Background: an optimization exercise with open tools, aiming at small area and a short achievable clock period. Do not read the settings as production practice. Function not checked in this run: the RTL went through the layout flow alone.

## run.sh

```bash
#!/bin/bash
# synth_recipe.tcl (not shown) runs the flow's synth.tcl, then flattens the netlist and writes it again
# the make line also repeats each setting of config.mk as NAME=value (left out here)
make -C /OpenROAD-flow-scripts/flow DESIGN_CONFIG=/design/flow/config.mk WORK_HOME=/design/flow/orfs CLKGATE_MAP_FILE= SYNTH_SCRIPT=/design/flow/synth_recipe.tcl finish
```

## config.mk

```make
export PLATFORM = sky130hd
export DESIGN_NAME = axis_eth_fcs
export DESIGN_NICKNAME = axis_eth_fcs
export VERILOG_FILES = /design/flow/design.v
export SDC_FILE = /design/flow/constraint.sdc
export NUM_CORES = 4
export LEC_CHECK = 0
export CAP_MARGIN = 20
export CORE_MARGIN = 2
export CORE_UTILIZATION = 40
export SETUP_SLACK_MARGIN = 0.3
export SLEW_MARGIN = 20
```

## constraint.sdc

```tcl
create_clock -name core_clock -period 16.0 [get_ports {clk}]
set_input_delay 3.2000 -clock core_clock [delete_from_list [all_inputs] [get_ports {clk}]]
set_output_delay 3.2000 -clock core_clock [all_outputs]
set_load 0.01 [all_outputs]
```

## design.v

```verilog
function [31:0] crc_serial;
  input [31:0] crc;
  input        data;
begin
  crc_serial[0] = crc[1];
  crc_serial[1] = crc[2];
  crc_serial[2] = crc[3];
  crc_serial[3] = crc[4];
  crc_serial[4] = crc[5];
  crc_serial[5] = crc[0] ^ crc[6] ^ data;
  crc_serial[6] = crc[7];
  crc_serial[7] = crc[8];
  crc_serial[8] = crc[0] ^ crc[9] ^ data;
  crc_serial[9] = crc[0] ^ crc[10] ^ data;
  crc_serial[10] = crc[11];
  crc_serial[11] = crc[12];
  crc_serial[12] = crc[13];
  crc_serial[13] = crc[14];
  crc_serial[14] = crc[15];
  crc_serial[15] = crc[0] ^ crc[16] ^ data;
  crc_serial[16] = crc[17];
  crc_serial[17] = crc[18];
  crc_serial[18] = crc[19];
  crc_serial[19] = crc[0] ^ crc[20] ^ data;
  crc_serial[20] = crc[0] ^ crc[21] ^ data;
  crc_serial[21] = crc[0] ^ crc[22] ^ data;
  crc_serial[22] = crc[23];
  crc_serial[23] = crc[0] ^ crc[24] ^ data;
  crc_serial[24] = crc[0] ^ crc[25] ^ data;
  crc_serial[25] = crc[26];
  crc_serial[26] = crc[0] ^ crc[27] ^ data;
  crc_serial[27] = crc[0] ^ crc[28] ^ data;
  crc_serial[28] = crc[29];
  crc_serial[29] = crc[0] ^ crc[30] ^ data;
  crc_serial[30] = crc[0] ^ crc[31] ^ data;
  crc_serial[31] = crc[0] ^ data;
end
endfunction
function [31:0] crc_iteration;
  input [7:0] iters;
  input [31:0] crc;
  input [127:0] data;
  integer i;
begin
  crc_iteration = crc;
  for(i=0;i<iters;i=i+1) begin
    crc_iteration = crc_serial(crc_iteration, data[i]);
  end
end
endfunction
`timescale 1ns / 1ps
module eth_crc_8
(
    input  wire [7:0] data_in,
    input  wire [31:0] crc_state,
    output wire [31:0] crc_next
);
function [31:0] crc_serial;
  input [31:0] crc;
  input        data;
begin
  crc_serial[0] = crc[1];
  crc_serial[1] = crc[2];
  crc_serial[2] = crc[3];
  crc_serial[3] = crc[4];
  crc_serial[4] = crc[5];
  crc_serial[5] = crc[0] ^ crc[6] ^ data;
  crc_serial[6] = crc[7];
  crc_serial[7] = crc[8];
  crc_serial[8] = crc[0] ^ crc[9] ^ data;
  crc_serial[9] = crc[0] ^ crc[10] ^ data;
  crc_serial[10] = crc[11];
  crc_serial[11] = crc[12];
  crc_serial[12] = crc[13];
  crc_serial[13] = crc[14];
  crc_serial[14] = crc[15];
  crc_serial[15] = crc[0] ^ crc[16] ^ data;
  crc_serial[16] = crc[17];
  crc_serial[17] = crc[18];
  crc_serial[18] = crc[19];
  crc_serial[19] = crc[0] ^ crc[20] ^ data;
  crc_serial[20] = crc[0] ^ crc[21] ^ data;
  crc_serial[21] = crc[0] ^ crc[22] ^ data;
  crc_serial[22] = crc[23];
  crc_serial[23] = crc[0] ^ crc[24] ^ data;
  crc_serial[24] = crc[0] ^ crc[25] ^ data;
  crc_serial[25] = crc[26];
  crc_serial[26] = crc[0] ^ crc[27] ^ data;
  crc_serial[27] = crc[0] ^ crc[28] ^ data;
  crc_serial[28] = crc[29];
  crc_serial[29] = crc[0] ^ crc[30] ^ data;
  crc_serial[30] = crc[0] ^ crc[31] ^ data;
  crc_serial[31] = crc[0] ^ data;
end
endfunction
function [31:0] crc_iteration;
  input [7:0] iters;
  input [31:0] crc;
  input [127:0] data;
  integer i;
begin
  crc_iteration = crc;
  for(i=0;i<iters;i=i+1) begin
    crc_iteration = crc_serial(crc_iteration, data[i]);
  end
end
endfunction
assign crc_next = crc_iteration( 8, crc_state, { 120'h0, data_in} );
endmodule
module eth_crc_16
(
    input  wire [15:0] data_in,
    input  wire [31:0] crc_state,
    output wire [31:0] crc_next
);
function [31:0] crc_serial;
  input [31:0] crc;
  input        data;
begin
  crc_serial[0] = crc[1];
  crc_serial[1] = crc[2];
  crc_serial[2] = crc[3];
  crc_serial[3] = crc[4];
  crc_serial[4] = crc[5];
  crc_serial[5] = crc[0] ^ crc[6] ^ data;
  crc_serial[6] = crc[7];
  crc_serial[7] = crc[8];
  crc_serial[8] = crc[0] ^ crc[9] ^ data;
  crc_serial[9] = crc[0] ^ crc[10] ^ data;
  crc_serial[10] = crc[11];
  crc_serial[11] = crc[12];
  crc_serial[12] = crc[13];
  crc_serial[13] = crc[14];
  crc_serial[14] = crc[15];
  crc_serial[15] = crc[0] ^ crc[16] ^ data;
  crc_serial[16] = crc[17];
  crc_serial[17] = crc[18];
  crc_serial[18] = crc[19];
  crc_serial[19] = crc[0] ^ crc[20] ^ data;
  crc_serial[20] = crc[0] ^ crc[21] ^ data;
  crc_serial[21] = crc[0] ^ crc[22] ^ data;
  crc_serial[22] = crc[23];
  crc_serial[23] = crc[0] ^ crc[24] ^ data;
  crc_serial[24] = crc[0] ^ crc[25] ^ data;
  crc_serial[25] = crc[26];
  crc_serial[26] = crc[0] ^ crc[27] ^ data;
  crc_serial[27] = crc[0] ^ crc[28] ^ data;
  crc_serial[28] = crc[29];
  crc_serial[29] = crc[0] ^ crc[30] ^ data;
  crc_serial[30] = crc[0] ^ crc[31] ^ data;
  crc_serial[31] = crc[0] ^ data;
end
endfunction
function [31:0] crc_iteration;
  input [7:0] iters;
  input [31:0] crc;
  input [127:0] data;
  integer i;
begin
  crc_iteration = crc;
  for(i=0;i<iters;i=i+1) begin
    crc_iteration = crc_serial(crc_iteration, data[i]);
  end
end
endfunction
assign crc_next = crc_iteration( 16, crc_state, { 112'h0, data_in} );
endmodule
module eth_crc_24
(
    input  wire [23:0] data_in,
    input  wire [31:0] crc_state,
    output wire [31:0] crc_next
);
function [31:0] crc_serial;
  input [31:0] crc;
  input        data;
begin
  crc_serial[0] = crc[1];
  crc_serial[1] = crc[2];
  crc_serial[2] = crc[3];
  crc_serial[3] = crc[4];
  crc_serial[4] = crc[5];
  crc_serial[5] = crc[0] ^ crc[6] ^ data;
  crc_serial[6] = crc[7];
  crc_serial[7] = crc[8];
  crc_serial[8] = crc[0] ^ crc[9] ^ data;
  crc_serial[9] = crc[0] ^ crc[10] ^ data;
  crc_serial[10] = crc[11];
  crc_serial[11] = crc[12];
  crc_serial[12] = crc[13];
  crc_serial[13] = crc[14];
  crc_serial[14] = crc[15];
  crc_serial[15] = crc[0] ^ crc[16] ^ data;
  crc_serial[16] = crc[17];
  crc_serial[17] = crc[18];
  crc_serial[18] = crc[19];
  crc_serial[19] = crc[0] ^ crc[20] ^ data;
  crc_serial[20] = crc[0] ^ crc[21] ^ data;
  crc_serial[21] = crc[0] ^ crc[22] ^ data;
  crc_serial[22] = crc[23];
  crc_serial[23] = crc[0] ^ crc[24] ^ data;
  crc_serial[24] = crc[0] ^ crc[25] ^ data;
  crc_serial[25] = crc[26];
  crc_serial[26] = crc[0] ^ crc[27] ^ data;
  crc_serial[27] = crc[0] ^ crc[28] ^ data;
  crc_serial[28] = crc[29];
  crc_serial[29] = crc[0] ^ crc[30] ^ data;
  crc_serial[30] = crc[0] ^ crc[31] ^ data;
  crc_serial[31] = crc[0] ^ data;
end
endfunction
function [31:0] crc_iteration;
  input [7:0] iters;
  input [31:0] crc;
  input [127:0] data;
  integer i;
begin
  crc_iteration = crc;
  for(i=0;i<iters;i=i+1) begin
    crc_iteration = crc_serial(crc_iteration, data[i]);
  end
end
endfunction
assign crc_next = crc_iteration( 24, crc_state, { 104'h0, data_in} );
endmodule
module eth_crc_32
(
    input  wire [31:0] data_in,
    input  wire [31:0] crc_state,
    output wire [31:0] crc_next
);
function [31:0] crc_serial;
  input [31:0] crc;
  input        data;
begin
  crc_serial[0] = crc[1];
  crc_serial[1] = crc[2];
  crc_serial[2] = crc[3];
  crc_serial[3] = crc[4];
  crc_serial[4] = crc[5];
  crc_serial[5] = crc[0] ^ crc[6] ^ data;
  crc_serial[6] = crc[7];
  crc_serial[7] = crc[8];
  crc_serial[8] = crc[0] ^ crc[9] ^ data;
  crc_serial[9] = crc[0] ^ crc[10] ^ data;
  crc_serial[10] = crc[11];
  crc_serial[11] = crc[12];
  crc_serial[12] = crc[13];
  crc_serial[13] = crc[14];
  crc_serial[14] = crc[15];
  crc_serial[15] = crc[0] ^ crc[16] ^ data;
  crc_serial[16] = crc[17];
  crc_serial[17] = crc[18];
  crc_serial[18] = crc[19];
  crc_serial[19] = crc[0] ^ crc[20] ^ data;
  crc_serial[20] = crc[0] ^ crc[21] ^ data;
  crc_serial[21] = crc[0] ^ crc[22] ^ data;
  crc_serial[22] = crc[23];
  crc_serial[23] = crc[0] ^ crc[24] ^ data;
  crc_serial[24] = crc[0] ^ crc[25] ^ data;
  crc_serial[25] = crc[26];
  crc_serial[26] = crc[0] ^ crc[27] ^ data;
  crc_serial[27] = crc[0] ^ crc[28] ^ data;
  crc_serial[28] = crc[29];
  crc_serial[29] = crc[0] ^ crc[30] ^ data;
  crc_serial[30] = crc[0] ^ crc[31] ^ data;
  crc_serial[31] = crc[0] ^ data;
end
endfunction
function [31:0] crc_iteration;
  input [7:0] iters;
  input [31:0] crc;
  input [127:0] data;
  integer i;
begin
  crc_iteration = crc;
  for(i=0;i<iters;i=i+1) begin
    crc_iteration = crc_serial(crc_iteration, data[i]);
  end
end
endfunction
assign crc_next = crc_iteration( 32, crc_state, { 96'h0, data_in} );
endmodule
module eth_crc_40
(
    input  wire [39:0] data_in,
    input  wire [31:0] crc_state,
    output wire [31:0] crc_next
);
function [31:0] crc_serial;
  input [31:0] crc;
  input        data;
begin
  crc_serial[0] = crc[1];
  crc_serial[1] = crc[2];
  crc_serial[2] = crc[3];
  crc_serial[3] = crc[4];
  crc_serial[4] = crc[5];
  crc_serial[5] = crc[0] ^ crc[6] ^ data;
  crc_serial[6] = crc[7];
  crc_serial[7] = crc[8];
  crc_serial[8] = crc[0] ^ crc[9] ^ data;
  crc_serial[9] = crc[0] ^ crc[10] ^ data;
  crc_serial[10] = crc[11];
  crc_serial[11] = crc[12];
  crc_serial[12] = crc[13];
  crc_serial[13] = crc[14];
  crc_serial[14] = crc[15];
  crc_serial[15] = crc[0] ^ crc[16] ^ data;
  crc_serial[16] = crc[17];
  crc_serial[17] = crc[18];
  crc_serial[18] = crc[19];
  crc_serial[19] = crc[0] ^ crc[20] ^ data;
  crc_serial[20] = crc[0] ^ crc[21] ^ data;
  crc_serial[21] = crc[0] ^ crc[22] ^ data;
  crc_serial[22] = crc[23];
  crc_serial[23] = crc[0] ^ crc[24] ^ data;
  crc_serial[24] = crc[0] ^ crc[25] ^ data;
  crc_serial[25] = crc[26];
  crc_serial[26] = crc[0] ^ crc[27] ^ data;
  crc_serial[27] = crc[0] ^ crc[28] ^ data;
  crc_serial[28] = crc[29];
  crc_serial[29] = crc[0] ^ crc[30] ^ data;
  crc_serial[30] = crc[0] ^ crc[31] ^ data;
  crc_serial[31] = crc[0] ^ data;
end
endfunction
function [31:0] crc_iteration;
  input [7:0] iters;
  input [31:0] crc;
  input [127:0] data;
  integer i;
begin
  crc_iteration = crc;
  for(i=0;i<iters;i=i+1) begin
    crc_iteration = crc_serial(crc_iteration, data[i]);
  end
end
endfunction
assign crc_next = crc_iteration( 40, crc_state, { 88'h0, data_in} );
endmodule
module eth_crc_48
(
    input  wire [47:0] data_in,
    input  wire [31:0] crc_state,
    output wire [31:0] crc_next
);
function [31:0] crc_serial;
  input [31:0] crc;
  input        data;
begin
  crc_serial[0] = crc[1];
  crc_serial[1] = crc[2];
  crc_serial[2] = crc[3];
  crc_serial[3] = crc[4];
  crc_serial[4] = crc[5];
  crc_serial[5] = crc[0] ^ crc[6] ^ data;
  crc_serial[6] = crc[7];
  crc_serial[7] = crc[8];
  crc_serial[8] = crc[0] ^ crc[9] ^ data;
  crc_serial[9] = crc[0] ^ crc[10] ^ data;
  crc_serial[10] = crc[11];
  crc_serial[11] = crc[12];
  crc_serial[12] = crc[13];
  crc_serial[13] = crc[14];
  crc_serial[14] = crc[15];
  crc_serial[15] = crc[0] ^ crc[16] ^ data;
  crc_serial[16] = crc[17];
  crc_serial[17] = crc[18];
  crc_serial[18] = crc[19];
  crc_serial[19] = crc[0] ^ crc[20] ^ data;
  crc_serial[20] = crc[0] ^ crc[21] ^ data;
  crc_serial[21] = crc[0] ^ crc[22] ^ data;
  crc_serial[22] = crc[23];
  crc_serial[23] = crc[0] ^ crc[24] ^ data;
  crc_serial[24] = crc[0] ^ crc[25] ^ data;
  crc_serial[25] = crc[26];
  crc_serial[26] = crc[0] ^ crc[27] ^ data;
  crc_serial[27] = crc[0] ^ crc[28] ^ data;
  crc_serial[28] = crc[29];
  crc_serial[29] = crc[0] ^ crc[30] ^ data;
  crc_serial[30] = crc[0] ^ crc[31] ^ data;
  crc_serial[31] = crc[0] ^ data;
end
endfunction
function [31:0] crc_iteration;
  input [7:0] iters;
  input [31:0] crc;
  input [127:0] data;
  integer i;
begin
  crc_iteration = crc;
  for(i=0;i<iters;i=i+1) begin
    crc_iteration = crc_serial(crc_iteration, data[i]);
  end
end
endfunction
assign crc_next = crc_iteration( 48, crc_state, { 80'h0, data_in} );
endmodule
module eth_crc_56
(
    input  wire [55:0] data_in,
    input  wire [31:0] crc_state,
    output wire [31:0] crc_next
);
function [31:0] crc_serial;
  input [31:0] crc;
  input        data;
begin
  crc_serial[0] = crc[1];
  crc_serial[1] = crc[2];
  crc_serial[2] = crc[3];
  crc_serial[3] = crc[4];
  crc_serial[4] = crc[5];
  crc_serial[5] = crc[0] ^ crc[6] ^ data;
  crc_serial[6] = crc[7];
  crc_serial[7] = crc[8];
  crc_serial[8] = crc[0] ^ crc[9] ^ data;
  crc_serial[9] = crc[0] ^ crc[10] ^ data;
  crc_serial[10] = crc[11];
  crc_serial[11] = crc[12];
  crc_serial[12] = crc[13];
  crc_serial[13] = crc[14];
  crc_serial[14] = crc[15];
  crc_serial[15] = crc[0] ^ crc[16] ^ data;
  crc_serial[16] = crc[17];
  crc_serial[17] = crc[18];
  crc_serial[18] = crc[19];
  crc_serial[19] = crc[0] ^ crc[20] ^ data;
  crc_serial[20] = crc[0] ^ crc[21] ^ data;
  crc_serial[21] = crc[0] ^ crc[22] ^ data;
  crc_serial[22] = crc[23];
  crc_serial[23] = crc[0] ^ crc[24] ^ data;
  crc_serial[24] = crc[0] ^ crc[25] ^ data;
  crc_serial[25] = crc[26];
  crc_serial[26] = crc[0] ^ crc[27] ^ data;
  crc_serial[27] = crc[0] ^ crc[28] ^ data;
  crc_serial[28] = crc[29];
  crc_serial[29] = crc[0] ^ crc[30] ^ data;
  crc_serial[30] = crc[0] ^ crc[31] ^ data;
  crc_serial[31] = crc[0] ^ data;
end
endfunction
function [31:0] crc_iteration;
  input [7:0] iters;
  input [31:0] crc;
  input [127:0] data;
  integer i;
begin
  crc_iteration = crc;
  for(i=0;i<iters;i=i+1) begin
    crc_iteration = crc_serial(crc_iteration, data[i]);
  end
end
endfunction
assign crc_next = crc_iteration( 56, crc_state, { 72'h0, data_in} );
endmodule
module eth_crc_64
(
    input  wire [63:0] data_in,
    input  wire [31:0] crc_state,
    output wire [31:0] crc_next
);
function [31:0] crc_serial;
  input [31:0] crc;
  input        data;
begin
  crc_serial[0] = crc[1];
  crc_serial[1] = crc[2];
  crc_serial[2] = crc[3];
  crc_serial[3] = crc[4];
  crc_serial[4] = crc[5];
  crc_serial[5] = crc[0] ^ crc[6] ^ data;
  crc_serial[6] = crc[7];
  crc_serial[7] = crc[8];
  crc_serial[8] = crc[0] ^ crc[9] ^ data;
  crc_serial[9] = crc[0] ^ crc[10] ^ data;
  crc_serial[10] = crc[11];
  crc_serial[11] = crc[12];
  crc_serial[12] = crc[13];
  crc_serial[13] = crc[14];
  crc_serial[14] = crc[15];
  crc_serial[15] = crc[0] ^ crc[16] ^ data;
  crc_serial[16] = crc[17];
  crc_serial[17] = crc[18];
  crc_serial[18] = crc[19];
  crc_serial[19] = crc[0] ^ crc[20] ^ data;
  crc_serial[20] = crc[0] ^ crc[21] ^ data;
  crc_serial[21] = crc[0] ^ crc[22] ^ data;
  crc_serial[22] = crc[23];
  crc_serial[23] = crc[0] ^ crc[24] ^ data;
  crc_serial[24] = crc[0] ^ crc[25] ^ data;
  crc_serial[25] = crc[26];
  crc_serial[26] = crc[0] ^ crc[27] ^ data;
  crc_serial[27] = crc[0] ^ crc[28] ^ data;
  crc_serial[28] = crc[29];
  crc_serial[29] = crc[0] ^ crc[30] ^ data;
  crc_serial[30] = crc[0] ^ crc[31] ^ data;
  crc_serial[31] = crc[0] ^ data;
end
endfunction
function [31:0] crc_iteration;
  input [7:0] iters;
  input [31:0] crc;
  input [127:0] data;
  integer i;
begin
  crc_iteration = crc;
  for(i=0;i<iters;i=i+1) begin
    crc_iteration = crc_serial(crc_iteration, data[i]);
  end
end
endfunction
assign crc_next = crc_iteration( 64, crc_state, { 64'h0, data_in} );
endmodule
module eth_crc_72
(
    input  wire [71:0] data_in,
    input  wire [31:0] crc_state,
    output wire [31:0] crc_next
);
function [31:0] crc_serial;
  input [31:0] crc;
  input        data;
begin
  crc_serial[0] = crc[1];
  crc_serial[1] = crc[2];
  crc_serial[2] = crc[3];
  crc_serial[3] = crc[4];
  crc_serial[4] = crc[5];
  crc_serial[5] = crc[0] ^ crc[6] ^ data;
  crc_serial[6] = crc[7];
  crc_serial[7] = crc[8];
  crc_serial[8] = crc[0] ^ crc[9] ^ data;
  crc_serial[9] = crc[0] ^ crc[10] ^ data;
  crc_serial[10] = crc[11];
  crc_serial[11] = crc[12];
  crc_serial[12] = crc[13];
  crc_serial[13] = crc[14];
  crc_serial[14] = crc[15];
  crc_serial[15] = crc[0] ^ crc[16] ^ data;
  crc_serial[16] = crc[17];
  crc_serial[17] = crc[18];
  crc_serial[18] = crc[19];
  crc_serial[19] = crc[0] ^ crc[20] ^ data;
  crc_serial[20] = crc[0] ^ crc[21] ^ data;
  crc_serial[21] = crc[0] ^ crc[22] ^ data;
  crc_serial[22] = crc[23];
  crc_serial[23] = crc[0] ^ crc[24] ^ data;
  crc_serial[24] = crc[0] ^ crc[25] ^ data;
  crc_serial[25] = crc[26];
  crc_serial[26] = crc[0] ^ crc[27] ^ data;
  crc_serial[27] = crc[0] ^ crc[28] ^ data;
  crc_serial[28] = crc[29];
  crc_serial[29] = crc[0] ^ crc[30] ^ data;
  crc_serial[30] = crc[0] ^ crc[31] ^ data;
  crc_serial[31] = crc[0] ^ data;
end
endfunction
function [31:0] crc_iteration;
  input [7:0] iters;
  input [31:0] crc;
  input [127:0] data;
  integer i;
begin
  crc_iteration = crc;
  for(i=0;i<iters;i=i+1) begin
    crc_iteration = crc_serial(crc_iteration, data[i]);
  end
end
endfunction
assign crc_next = crc_iteration( 72, crc_state, { 56'h0, data_in} );
endmodule
module eth_crc_80
(
    input  wire [79:0] data_in,
    input  wire [31:0] crc_state,
    output wire [31:0] crc_next
);
function [31:0] crc_serial;
  input [31:0] crc;
  input        data;
begin
  crc_serial[0] = crc[1];
  crc_serial[1] = crc[2];
  crc_serial[2] = crc[3];
  crc_serial[3] = crc[4];
  crc_serial[4] = crc[5];
  crc_serial[5] = crc[0] ^ crc[6] ^ data;
  crc_serial[6] = crc[7];
  crc_serial[7] = crc[8];
  crc_serial[8] = crc[0] ^ crc[9] ^ data;
  crc_serial[9] = crc[0] ^ crc[10] ^ data;
  crc_serial[10] = crc[11];
  crc_serial[11] = crc[12];
  crc_serial[12] = crc[13];
  crc_serial[13] = crc[14];
  crc_serial[14] = crc[15];
  crc_serial[15] = crc[0] ^ crc[16] ^ data;
  crc_serial[16] = crc[17];
  crc_serial[17] = crc[18];
  crc_serial[18] = crc[19];
  crc_serial[19] = crc[0] ^ crc[20] ^ data;
  crc_serial[20] = crc[0] ^ crc[21] ^ data;
  crc_serial[21] = crc[0] ^ crc[22] ^ data;
  crc_serial[22] = crc[23];
  crc_serial[23] = crc[0] ^ crc[24] ^ data;
  crc_serial[24] = crc[0] ^ crc[25] ^ data;
  crc_serial[25] = crc[26];
  crc_serial[26] = crc[0] ^ crc[27] ^ data;
  crc_serial[27] = crc[0] ^ crc[28] ^ data;
  crc_serial[28] = crc[29];
  crc_serial[29] = crc[0] ^ crc[30] ^ data;
  crc_serial[30] = crc[0] ^ crc[31] ^ data;
  crc_serial[31] = crc[0] ^ data;
end
endfunction
function [31:0] crc_iteration;
  input [7:0] iters;
  input [31:0] crc;
  input [127:0] data;
  integer i;
begin
  crc_iteration = crc;
  for(i=0;i<iters;i=i+1) begin
    crc_iteration = crc_serial(crc_iteration, data[i]);
  end
end
endfunction
assign crc_next = crc_iteration( 80, crc_state, { 48'h0, data_in} );
endmodule
module eth_crc_88
(
    input  wire [87:0] data_in,
    input  wire [31:0] crc_state,
    output wire [31:0] crc_next
);
function [31:0] crc_serial;
  input [31:0] crc;
  input        data;
begin
  crc_serial[0] = crc[1];
  crc_serial[1] = crc[2];
  crc_serial[2] = crc[3];
  crc_serial[3] = crc[4];
  crc_serial[4] = crc[5];
  crc_serial[5] = crc[0] ^ crc[6] ^ data;
  crc_serial[6] = crc[7];
  crc_serial[7] = crc[8];
  crc_serial[8] = crc[0] ^ crc[9] ^ data;
  crc_serial[9] = crc[0] ^ crc[10] ^ data;
  crc_serial[10] = crc[11];
  crc_serial[11] = crc[12];
  crc_serial[12] = crc[13];
  crc_serial[13] = crc[14];
  crc_serial[14] = crc[15];
  crc_serial[15] = crc[0] ^ crc[16] ^ data;
  crc_serial[16] = crc[17];
  crc_serial[17] = crc[18];
  crc_serial[18] = crc[19];
  crc_serial[19] = crc[0] ^ crc[20] ^ data;
  crc_serial[20] = crc[0] ^ crc[21] ^ data;
  crc_serial[21] = crc[0] ^ crc[22] ^ data;
  crc_serial[22] = crc[23];
  crc_serial[23] = crc[0] ^ crc[24] ^ data;
  crc_serial[24] = crc[0] ^ crc[25] ^ data;
  crc_serial[25] = crc[26];
  crc_serial[26] = crc[0] ^ crc[27] ^ data;
  crc_serial[27] = crc[0] ^ crc[28] ^ data;
  crc_serial[28] = crc[29];
  crc_serial[29] = crc[0] ^ crc[30] ^ data;
  crc_serial[30] = crc[0] ^ crc[31] ^ data;
  crc_serial[31] = crc[0] ^ data;
end
endfunction
function [31:0] crc_iteration;
  input [7:0] iters;
  input [31:0] crc;
  input [127:0] data;
  integer i;
begin
  crc_iteration = crc;
  for(i=0;i<iters;i=i+1) begin
    crc_iteration = crc_serial(crc_iteration, data[i]);
  end
end
endfunction
assign crc_next = crc_iteration( 88, crc_state, { 40'h0, data_in} );
endmodule
module eth_crc_96
(
    input  wire [95:0] data_in,
    input  wire [31:0] crc_state,
    output wire [31:0] crc_next
);
function [31:0] crc_serial;
  input [31:0] crc;
  input        data;
begin
  crc_serial[0] = crc[1];
  crc_serial[1] = crc[2];
  crc_serial[2] = crc[3];
  crc_serial[3] = crc[4];
  crc_serial[4] = crc[5];
  crc_serial[5] = crc[0] ^ crc[6] ^ data;
  crc_serial[6] = crc[7];
  crc_serial[7] = crc[8];
  crc_serial[8] = crc[0] ^ crc[9] ^ data;
  crc_serial[9] = crc[0] ^ crc[10] ^ data;
  crc_serial[10] = crc[11];
  crc_serial[11] = crc[12];
  crc_serial[12] = crc[13];
  crc_serial[13] = crc[14];
  crc_serial[14] = crc[15];
  crc_serial[15] = crc[0] ^ crc[16] ^ data;
  crc_serial[16] = crc[17];
  crc_serial[17] = crc[18];
  crc_serial[18] = crc[19];
  crc_serial[19] = crc[0] ^ crc[20] ^ data;
  crc_serial[20] = crc[0] ^ crc[21] ^ data;
  crc_serial[21] = crc[0] ^ crc[22] ^ data;
  crc_serial[22] = crc[23];
  crc_serial[23] = crc[0] ^ crc[24] ^ data;
  crc_serial[24] = crc[0] ^ crc[25] ^ data;
  crc_serial[25] = crc[26];
  crc_serial[26] = crc[0] ^ crc[27] ^ data;
  crc_serial[27] = crc[0] ^ crc[28] ^ data;
  crc_serial[28] = crc[29];
  crc_serial[29] = crc[0] ^ crc[30] ^ data;
  crc_serial[30] = crc[0] ^ crc[31] ^ data;
  crc_serial[31] = crc[0] ^ data;
end
endfunction
function [31:0] crc_iteration;
  input [7:0] iters;
  input [31:0] crc;
  input [127:0] data;
  integer i;
begin
  crc_iteration = crc;
  for(i=0;i<iters;i=i+1) begin
    crc_iteration = crc_serial(crc_iteration, data[i]);
  end
end
endfunction
assign crc_next = crc_iteration( 96, crc_state, { 32'h0, data_in} );
endmodule
module eth_crc_104
(
    input  wire [103:0] data_in,
    input  wire [31:0] crc_state,
    output wire [31:0] crc_next
);
function [31:0] crc_serial;
  input [31:0] crc;
  input        data;
begin
  crc_serial[0] = crc[1];
  crc_serial[1] = crc[2];
  crc_serial[2] = crc[3];
  crc_serial[3] = crc[4];
  crc_serial[4] = crc[5];
  crc_serial[5] = crc[0] ^ crc[6] ^ data;
  crc_serial[6] = crc[7];
  crc_serial[7] = crc[8];
  crc_serial[8] = crc[0] ^ crc[9] ^ data;
  crc_serial[9] = crc[0] ^ crc[10] ^ data;
  crc_serial[10] = crc[11];
  crc_serial[11] = crc[12];
  crc_serial[12] = crc[13];
  crc_serial[13] = crc[14];
  crc_serial[14] = crc[15];
  crc_serial[15] = crc[0] ^ crc[16] ^ data;
  crc_serial[16] = crc[17];
  crc_serial[17] = crc[18];
  crc_serial[18] = crc[19];
  crc_serial[19] = crc[0] ^ crc[20] ^ data;
  crc_serial[20] = crc[0] ^ crc[21] ^ data;
  crc_serial[21] = crc[0] ^ crc[22] ^ data;
  crc_serial[22] = crc[23];
  crc_serial[23] = crc[0] ^ crc[24] ^ data;
  crc_serial[24] = crc[0] ^ crc[25] ^ data;
  crc_serial[25] = crc[26];
  crc_serial[26] = crc[0] ^ crc[27] ^ data;
  crc_serial[27] = crc[0] ^ crc[28] ^ data;
  crc_serial[28] = crc[29];
  crc_serial[29] = crc[0] ^ crc[30] ^ data;
  crc_serial[30] = crc[0] ^ crc[31] ^ data;
  crc_serial[31] = crc[0] ^ data;
end
endfunction
function [31:0] crc_iteration;
  input [7:0] iters;
  input [31:0] crc;
  input [127:0] data;
  integer i;
begin
  crc_iteration = crc;
  for(i=0;i<iters;i=i+1) begin
    crc_iteration = crc_serial(crc_iteration, data[i]);
  end
end
endfunction
assign crc_next = crc_iteration( 104, crc_state, { 24'h0, data_in} );
endmodule
module eth_crc_112
(
    input  wire [111:0] data_in,
    input  wire [31:0] crc_state,
    output wire [31:0] crc_next
);
function [31:0] crc_serial;
  input [31:0] crc;
  input        data;
begin
  crc_serial[0] = crc[1];
  crc_serial[1] = crc[2];
  crc_serial[2] = crc[3];
  crc_serial[3] = crc[4];
  crc_serial[4] = crc[5];
  crc_serial[5] = crc[0] ^ crc[6] ^ data;
  crc_serial[6] = crc[7];
  crc_serial[7] = crc[8];
  crc_serial[8] = crc[0] ^ crc[9] ^ data;
  crc_serial[9] = crc[0] ^ crc[10] ^ data;
  crc_serial[10] = crc[11];
  crc_serial[11] = crc[12];
  crc_serial[12] = crc[13];
  crc_serial[13] = crc[14];
  crc_serial[14] = crc[15];
  crc_serial[15] = crc[0] ^ crc[16] ^ data;
  crc_serial[16] = crc[17];
  crc_serial[17] = crc[18];
  crc_serial[18] = crc[19];
  crc_serial[19] = crc[0] ^ crc[20] ^ data;
  crc_serial[20] = crc[0] ^ crc[21] ^ data;
  crc_serial[21] = crc[0] ^ crc[22] ^ data;
  crc_serial[22] = crc[23];
  crc_serial[23] = crc[0] ^ crc[24] ^ data;
  crc_serial[24] = crc[0] ^ crc[25] ^ data;
  crc_serial[25] = crc[26];
  crc_serial[26] = crc[0] ^ crc[27] ^ data;
  crc_serial[27] = crc[0] ^ crc[28] ^ data;
  crc_serial[28] = crc[29];
  crc_serial[29] = crc[0] ^ crc[30] ^ data;
  crc_serial[30] = crc[0] ^ crc[31] ^ data;
  crc_serial[31] = crc[0] ^ data;
end
endfunction
function [31:0] crc_iteration;
  input [7:0] iters;
  input [31:0] crc;
  input [127:0] data;
  integer i;
begin
  crc_iteration = crc;
  for(i=0;i<iters;i=i+1) begin
    crc_iteration = crc_serial(crc_iteration, data[i]);
  end
end
endfunction
assign crc_next = crc_iteration( 112, crc_state, { 16'h0, data_in} );
endmodule
module eth_crc_120
(
    input  wire [119:0] data_in,
    input  wire [31:0] crc_state,
    output wire [31:0] crc_next
);
function [31:0] crc_serial;
  input [31:0] crc;
  input        data;
begin
  crc_serial[0] = crc[1];
  crc_serial[1] = crc[2];
  crc_serial[2] = crc[3];
  crc_serial[3] = crc[4];
  crc_serial[4] = crc[5];
  crc_serial[5] = crc[0] ^ crc[6] ^ data;
  crc_serial[6] = crc[7];
  crc_serial[7] = crc[8];
  crc_serial[8] = crc[0] ^ crc[9] ^ data;
  crc_serial[9] = crc[0] ^ crc[10] ^ data;
  crc_serial[10] = crc[11];
  crc_serial[11] = crc[12];
  crc_serial[12] = crc[13];
  crc_serial[13] = crc[14];
  crc_serial[14] = crc[15];
  crc_serial[15] = crc[0] ^ crc[16] ^ data;
  crc_serial[16] = crc[17];
  crc_serial[17] = crc[18];
  crc_serial[18] = crc[19];
  crc_serial[19] = crc[0] ^ crc[20] ^ data;
  crc_serial[20] = crc[0] ^ crc[21] ^ data;
  crc_serial[21] = crc[0] ^ crc[22] ^ data;
  crc_serial[22] = crc[23];
  crc_serial[23] = crc[0] ^ crc[24] ^ data;
  crc_serial[24] = crc[0] ^ crc[25] ^ data;
  crc_serial[25] = crc[26];
  crc_serial[26] = crc[0] ^ crc[27] ^ data;
  crc_serial[27] = crc[0] ^ crc[28] ^ data;
  crc_serial[28] = crc[29];
  crc_serial[29] = crc[0] ^ crc[30] ^ data;
  crc_serial[30] = crc[0] ^ crc[31] ^ data;
  crc_serial[31] = crc[0] ^ data;
end
endfunction
function [31:0] crc_iteration;
  input [7:0] iters;
  input [31:0] crc;
  input [127:0] data;
  integer i;
begin
  crc_iteration = crc;
  for(i=0;i<iters;i=i+1) begin
    crc_iteration = crc_serial(crc_iteration, data[i]);
  end
end
endfunction
assign crc_next = crc_iteration( 120, crc_state, { 8'h0, data_in} );
endmodule
module eth_crc_128
(
    input  wire [127:0] data_in,
    input  wire [31:0] crc_state,
    output wire [31:0] crc_next
);
function [31:0] crc_serial;
  input [31:0] crc;
  input        data;
begin
  crc_serial[0] = crc[1];
  crc_serial[1] = crc[2];
  crc_serial[2] = crc[3];
  crc_serial[3] = crc[4];
  crc_serial[4] = crc[5];
  crc_serial[5] = crc[0] ^ crc[6] ^ data;
  crc_serial[6] = crc[7];
  crc_serial[7] = crc[8];
  crc_serial[8] = crc[0] ^ crc[9] ^ data;
  crc_serial[9] = crc[0] ^ crc[10] ^ data;
  crc_serial[10] = crc[11];
  crc_serial[11] = crc[12];
  crc_serial[12] = crc[13];
  crc_serial[13] = crc[14];
  crc_serial[14] = crc[15];
  crc_serial[15] = crc[0] ^ crc[16] ^ data;
  crc_serial[16] = crc[17];
  crc_serial[17] = crc[18];
  crc_serial[18] = crc[19];
  crc_serial[19] = crc[0] ^ crc[20] ^ data;
  crc_serial[20] = crc[0] ^ crc[21] ^ data;
  crc_serial[21] = crc[0] ^ crc[22] ^ data;
  crc_serial[22] = crc[23];
  crc_serial[23] = crc[0] ^ crc[24] ^ data;
  crc_serial[24] = crc[0] ^ crc[25] ^ data;
  crc_serial[25] = crc[26];
  crc_serial[26] = crc[0] ^ crc[27] ^ data;
  crc_serial[27] = crc[0] ^ crc[28] ^ data;
  crc_serial[28] = crc[29];
  crc_serial[29] = crc[0] ^ crc[30] ^ data;
  crc_serial[30] = crc[0] ^ crc[31] ^ data;
  crc_serial[31] = crc[0] ^ data;
end
endfunction
function [31:0] crc_iteration;
  input [7:0] iters;
  input [31:0] crc;
  input [127:0] data;
  integer i;
begin
  crc_iteration = crc;
  for(i=0;i<iters;i=i+1) begin
    crc_iteration = crc_serial(crc_iteration, data[i]);
  end
end
endfunction
assign crc_next = crc_iteration( 128, crc_state,  data_in );
endmodule
module axis_eth_fcs
(
    input  wire        clk,
    input  wire        rst,
    input  wire [127:0]  input_axis_tdata,
    input  wire [15:0]   input_axis_tstrb,
    input  wire          input_axis_tvalid,
    output wire          input_axis_tready,
    input  wire          input_axis_tlast,
    output wire [31:0] output_fcs,
    output wire        output_fcs_valid
);
reg [31:0] crc_state;
reg [31:0] fcs_reg;
reg fcs_valid_reg;
wire [31:0] crc_next;
wire [31:0] crc_next_array [15:0];
assign input_axis_tready = 1;
assign output_fcs = fcs_reg;
assign output_fcs_valid = fcs_valid_reg;
always @(posedge clk or posedge rst) begin
    if (rst) begin
        crc_state <= 32'hFFFFFFFF;
        fcs_reg <= 0;
        fcs_valid_reg <= 0;
    end else begin
        fcs_valid_reg <= 0;
        if (input_axis_tvalid) begin
            if (input_axis_tlast) begin
                crc_state <= 32'hFFFFFFFF;
                fcs_reg <= ~crc_next;
                fcs_valid_reg <= 1;
            end else begin
                crc_state <= crc_next;
            end
        end
    end
end
eth_crc_8 eth_crc_8_inst (
    .data_in(input_axis_tdata[7:0]),
    .crc_state(crc_state),
    .crc_next(crc_next_array[0])
);
eth_crc_16 eth_crc_16_inst (
    .data_in(input_axis_tdata[15:0]),
    .crc_state(crc_state),
    .crc_next(crc_next_array[1])
);
eth_crc_24 eth_crc_24_inst (
    .data_in(input_axis_tdata[23:0]),
    .crc_state(crc_state),
    .crc_next(crc_next_array[2])
);
eth_crc_32 eth_crc_32_inst (
    .data_in(input_axis_tdata[31:0]),
    .crc_state(crc_state),
    .crc_next(crc_next_array[3])
);
eth_crc_40 eth_crc_40_inst (
    .data_in(input_axis_tdata[39:0]),
    .crc_state(crc_state),
    .crc_next(crc_next_array[4])
);
eth_crc_48 eth_crc_48_inst (
    .data_in(input_axis_tdata[47:0]),
    .crc_state(crc_state),
    .crc_next(crc_next_array[5])
);
eth_crc_56 eth_crc_56_inst (
    .data_in(input_axis_tdata[55:0]),
    .crc_state(crc_state),
    .crc_next(crc_next_array[6])
);
eth_crc_64 eth_crc_64_inst (
    .data_in(input_axis_tdata[63:0]),
    .crc_state(crc_state),
    .crc_next(crc_next_array[7])
);
eth_crc_72 eth_crc_72_inst (
    .data_in(input_axis_tdata[71:0]),
    .crc_state(crc_state),
    .crc_next(crc_next_array[8])
);
eth_crc_80 eth_crc_80_inst (
    .data_in(input_axis_tdata[79:0]),
    .crc_state(crc_state),
    .crc_next(crc_next_array[9])
);
eth_crc_88 eth_crc_88_inst (
    .data_in(input_axis_tdata[87:0]),
    .crc_state(crc_state),
    .crc_next(crc_next_array[10])
);
eth_crc_96 eth_crc_96_inst (
    .data_in(input_axis_tdata[95:0]),
    .crc_state(crc_state),
    .crc_next(crc_next_array[11])
);
eth_crc_104 eth_crc_104_inst (
    .data_in(input_axis_tdata[103:0]),
    .crc_state(crc_state),
    .crc_next(crc_next_array[12])
);
eth_crc_112 eth_crc_112_inst (
    .data_in(input_axis_tdata[111:0]),
    .crc_state(crc_state),
    .crc_next(crc_next_array[13])
);
eth_crc_120 eth_crc_120_inst (
    .data_in(input_axis_tdata[119:0]),
    .crc_state(crc_state),
    .crc_next(crc_next_array[14])
);
eth_crc_128 eth_crc_128_inst (
    .data_in(input_axis_tdata),
    .crc_state(crc_state),
    .crc_next(crc_next_array[15])
);
assign crc_next = input_axis_tstrb == 16'h0001 ? crc_next_array[0] :
                  input_axis_tstrb == 16'h0003 ? crc_next_array[1] :
                  input_axis_tstrb == 16'h0007 ? crc_next_array[2] :
                  input_axis_tstrb == 16'h000F ? crc_next_array[3] :
                  input_axis_tstrb == 16'h001F ? crc_next_array[4] :
                  input_axis_tstrb == 16'h003F ? crc_next_array[5] :
                  input_axis_tstrb == 16'h007F ? crc_next_array[6] :
                  input_axis_tstrb == 16'h00FF ? crc_next_array[7] :
                  input_axis_tstrb == 16'h01FF ? crc_next_array[8] :
                  input_axis_tstrb == 16'h03FF ? crc_next_array[9] :
                  input_axis_tstrb == 16'h07FF ? crc_next_array[10] :
                  input_axis_tstrb == 16'h0FFF ? crc_next_array[11] :
                  input_axis_tstrb == 16'h1FFF ? crc_next_array[12] :
                  input_axis_tstrb == 16'h3FFF ? crc_next_array[13] :
                  input_axis_tstrb == 16'h7FFF ? crc_next_array[14] :
                  input_axis_tstrb == 16'hFFFF ? crc_next_array[15] :
                  32'h0;
endmodule
```

==> results.txt <==
- Outcome: complete, no violations
- Average wire per standard cell: 31.4 microns
- Worst path slowest cell: xnor3_2
- Register Area: 1670 sq um
- Hold WS: 0.477 ns
- Share of layout cells above drive strength 1: 0.301
- Area of the mapped netlist: 28,000 sq um
- Fmax: 0.0646 GHz
- Yosys cell types: 74
- Post-layout min period: 15.48 ns
- GRT Total Usage: 0.357
- Inst Count DP: 4,080
- Clock Path Buffers: 2
- Reg-to-reg slack, setup: 3.24 ns
- CP delay by family, top: XOR/XNOR gates
- Buffers on Ports: 180
- Ports: 182
- Largest net degree at the start of global routing: 66
- Num CTS Buffers: 9
- Syn_nets: 2,760
- TritonCTS clock tree: built
- Worst hold path type: reg -> reg
- First-pass GRT wire length: 183 mm
- DP Worst Slack: -0.895 ns
- # setup viols final: 0
- Routed via count: 24,100
- Clock sink count: 65
- Max-cap violations: 0
- Initial drt markers: 3,205
- Cell type with the largest total area after synthesis: xnor2_1
- Yosys warns: 17
- Top cells by area, synth: xnor2_1 24%, xnor3_1 24%, xor2_1 9.1%
- Slew headroom: 0.298
- DR vias/cell: 5.78
- Clk slew on worst S/H paths: 0.06 ns
- Maximum fanout along the worst path: 8
- Post-synthesis async set-or-reset flop share: 1.00
- Crit path DAT: 15.74 ns
- R2r worst-path depth: 37
- Worst Path Buf+Inv: 7
- Antenna violations before repair: 1
- Final WS setup: 0.520 ns
- DP HPWL: 111 mm
- Drt first pass iters: 7
- Die Y: 268 microns
- Hold_sp: crc_state[12]
- Post-Layout Cell Count: 4,171
- Detail Route Antenna Nets: 0
- CTS Hold Bufs: 0
- Core area: 68,900 sq um
- Vias in the first global route: 24,000
- Period utilisation layout: 0.967
- FF+latch count, synth: 65
- Hold EP: crc_state[12]
- Crit Reg-Reg Endpoint: fcs_reg[15]
- DR DRC count: 0
- Worst-Margin Slew: 1.05 ns
- Hold path depth: 2
- Crit path required time: 16.26 ns
- DIE AREA: 72,100 sq um
- Area Growth Syn to Fin: 28.9%
- Antenna cells: 0
- Htree depth: 3
- GRT Residual Overflow: 0
- Starting density of the core: 0.406
- Slew Viols, Final: 0
- FP Rows: 96
- Endpoints failing hold: 0
- # fillers: 6,309
- Die X: 268 microns
- Sequential fraction of the synthesis area: 0.0596
- Mapped Cells: 2,612
- Crit-path most repeated cell: xnor3_2
- Cell area after layout: 36,000 sq um
- Number of flops mapped to enable cells by yosys: 0
- Type of origin of the critical path: input port
- Leading register cell type out of synthesis: dfrtp_1
- Setup crit end kind: flip-flop
- RePlAce Congestion: 1.05
- Area of the multi-input gates: 26,800 sq um
- Slowest stage delay, CP: 0.54 ns
- Area after DPL: 34,000 sq um
- Clock Skew: 0.00842 ns
- Kind of critical path: in -> reg
- Total Wirelength: 131 mm
- Syn_area_per_cell: 10.7 sq um
- Unrepaired setup endpoints after global routing: yes
- Clock latency (worst-skew pair): 0.33 ns
- CTS Root Buffer Type: clkbuf_16
- Top cell type's share of synthesized area: 0.244
- Reg-to-Reg Start: crc_state[0]
- Final net count: 3,383
cells by family (layout without fill, tap and decap cells):
| family | Yosys count | after routing | share of synthesized area |
|---|---|---|---|
| buffers and inverters | 139 | 767 | 0.0217 |
| AO/OA/AOI/OAI | 507 | 507 | 0.117 |
| flip-flops | 65 | 65 | 0.0596 |
| multiplexers | 13 | 13 | 0.00510 |
| other | 1 | 1 | 0.000134 |
| AND/OR/NAND/NOR | 295 | 295 | 0.0450 |
| XOR/XNOR | 1592 | 1592 | 0.751 |
what timing repair did:
| item | in CTS | in global routing |
|---|---|---|
| hold endpoints to repair | 0 | 0 |
| buffers inserted | 11 | 64 |
| setup endpoints to repair | 56 | 53 |
| pin swaps | 8 | 45 |
| gates resized for setup | 63 | 140 |
final cells by class:
type                    instances  share of cell area
multi-input cells            2408               0.744
repair buffers                728               0.166
flip-flops and latches         65              0.0462
well taps                     931              0.0323
clock buffers                  10             0.00663
clock inverters                 6             0.00250
inverters                      23             0.00239
per-layer routing:
layer	part of all wire	vias up	track usage
li1	-	10300	-
met1	0.41	12100	0.491
met2	0.46	1443	0.582
met3	0.081	258	0.0401
met4	0.045	2	0.129
met5	0.000092	-	0
cells in the mapped netlist (19+ instances only):
cell      count
xor2_1      290
o221ai_1     36
xnor2_2      52
xor2_2       28
inv_1        20
xnor2_4      31
nor2_1      115
nor3_1       19
a211oi_1     28
xor3_1       52
clkbuf_1     81
o211ai_1     20
xnor2_1     778
xnor3_2      44
dfstp_2      32
a21oi_1     139
dfrtp_1      33
a221oi_1     39
xnor3_1     293
nand2_1     112
o21ai_0     133
layout by cell type (no fill, tap or decap), types with 10 or more instances in the layout:
cell type and count:
xor3_1 43, clkdlybuf4s50_1 176, buf_4 543, xor3_2 24, xor2_2 41, a31oi_1 16, a211oi_1 26, a21oi_1 139
o21ai_0 133, o221ai_1 34, dfrtp_1 33, xnor3_1 225, dfstp_2 32, mux2_2 10, a2111oi_0 14, nor2_1 115
xnor2_1 712, a22oi_1 10, nor3_1 15, xor2_4 17, o22ai_1 16, xor2_1 268, nand2_1 111, o211ai_1 20
xnor3_2 110, xnor2_2 103, xnor2_4 46, inv_1 19, a221oi_1 34
tightest hold or removal path: cells and delay by family, from the launching register on:
kind                   cells  cell delay [ns]
buffers and inverters      1             0.04
AOI/OAI and AO/OA          1             0.06
DFF                        1             0.37
how the worst max path moves through the flow:
stage                             start       endpoint  slack, ns  cells after the start
floorplan           input_axis_tdata[1]  crc_state[22]       0.59                     33
global route        input_axis_tdata[1]  crc_state[15]       0.24                     43
finish              input_axis_tdata[4]    fcs_reg[15]       0.52                     38
global placement    input_axis_tdata[0]    fcs_reg[15]      -0.82                     35
detailed placement  input_axis_tdata[0]    fcs_reg[15]      -0.89                     35
CTS                 input_axis_tdata[0]    fcs_reg[23]       0.31                     38
through the flow:
step                 util  TNS (ns)
finish              0.523         0
global route        0.523         0
CTS                 0.505         0
detailed placement  0.494    -14.38
global placement    0.494    -11.54
floorplan               -         0

==> what the ideal ports hide <==
The results above use ideal ports. As a check the final layout listed here was re-extracted and re-timed, cells and wires unchanged. Step 1, drivers: a clkbuf_16 drives clk and a buf_2 each remaining input, both assumed. Step 2 also shifts input and output timing later by t, the mid clock arrival at the registers, as if the neighbouring blocks saw the same clock. Slacks: ideal / step 1 / step 2; pairs: ideal / step 1.
t, ns: 0.373
slack for setup (ns): 0.520 / 0.522 / 0.149
worst setup path at the end: input to register
clock arrival spread, ns: 0.009 / 0.008
worst register clock-pin slew, ns: 0.06 / 0.06
After both steps setup and hold are still met in this run. The setup slack of this run moves by +0.002 ns with the drivers and by -0.371 ns with both steps.
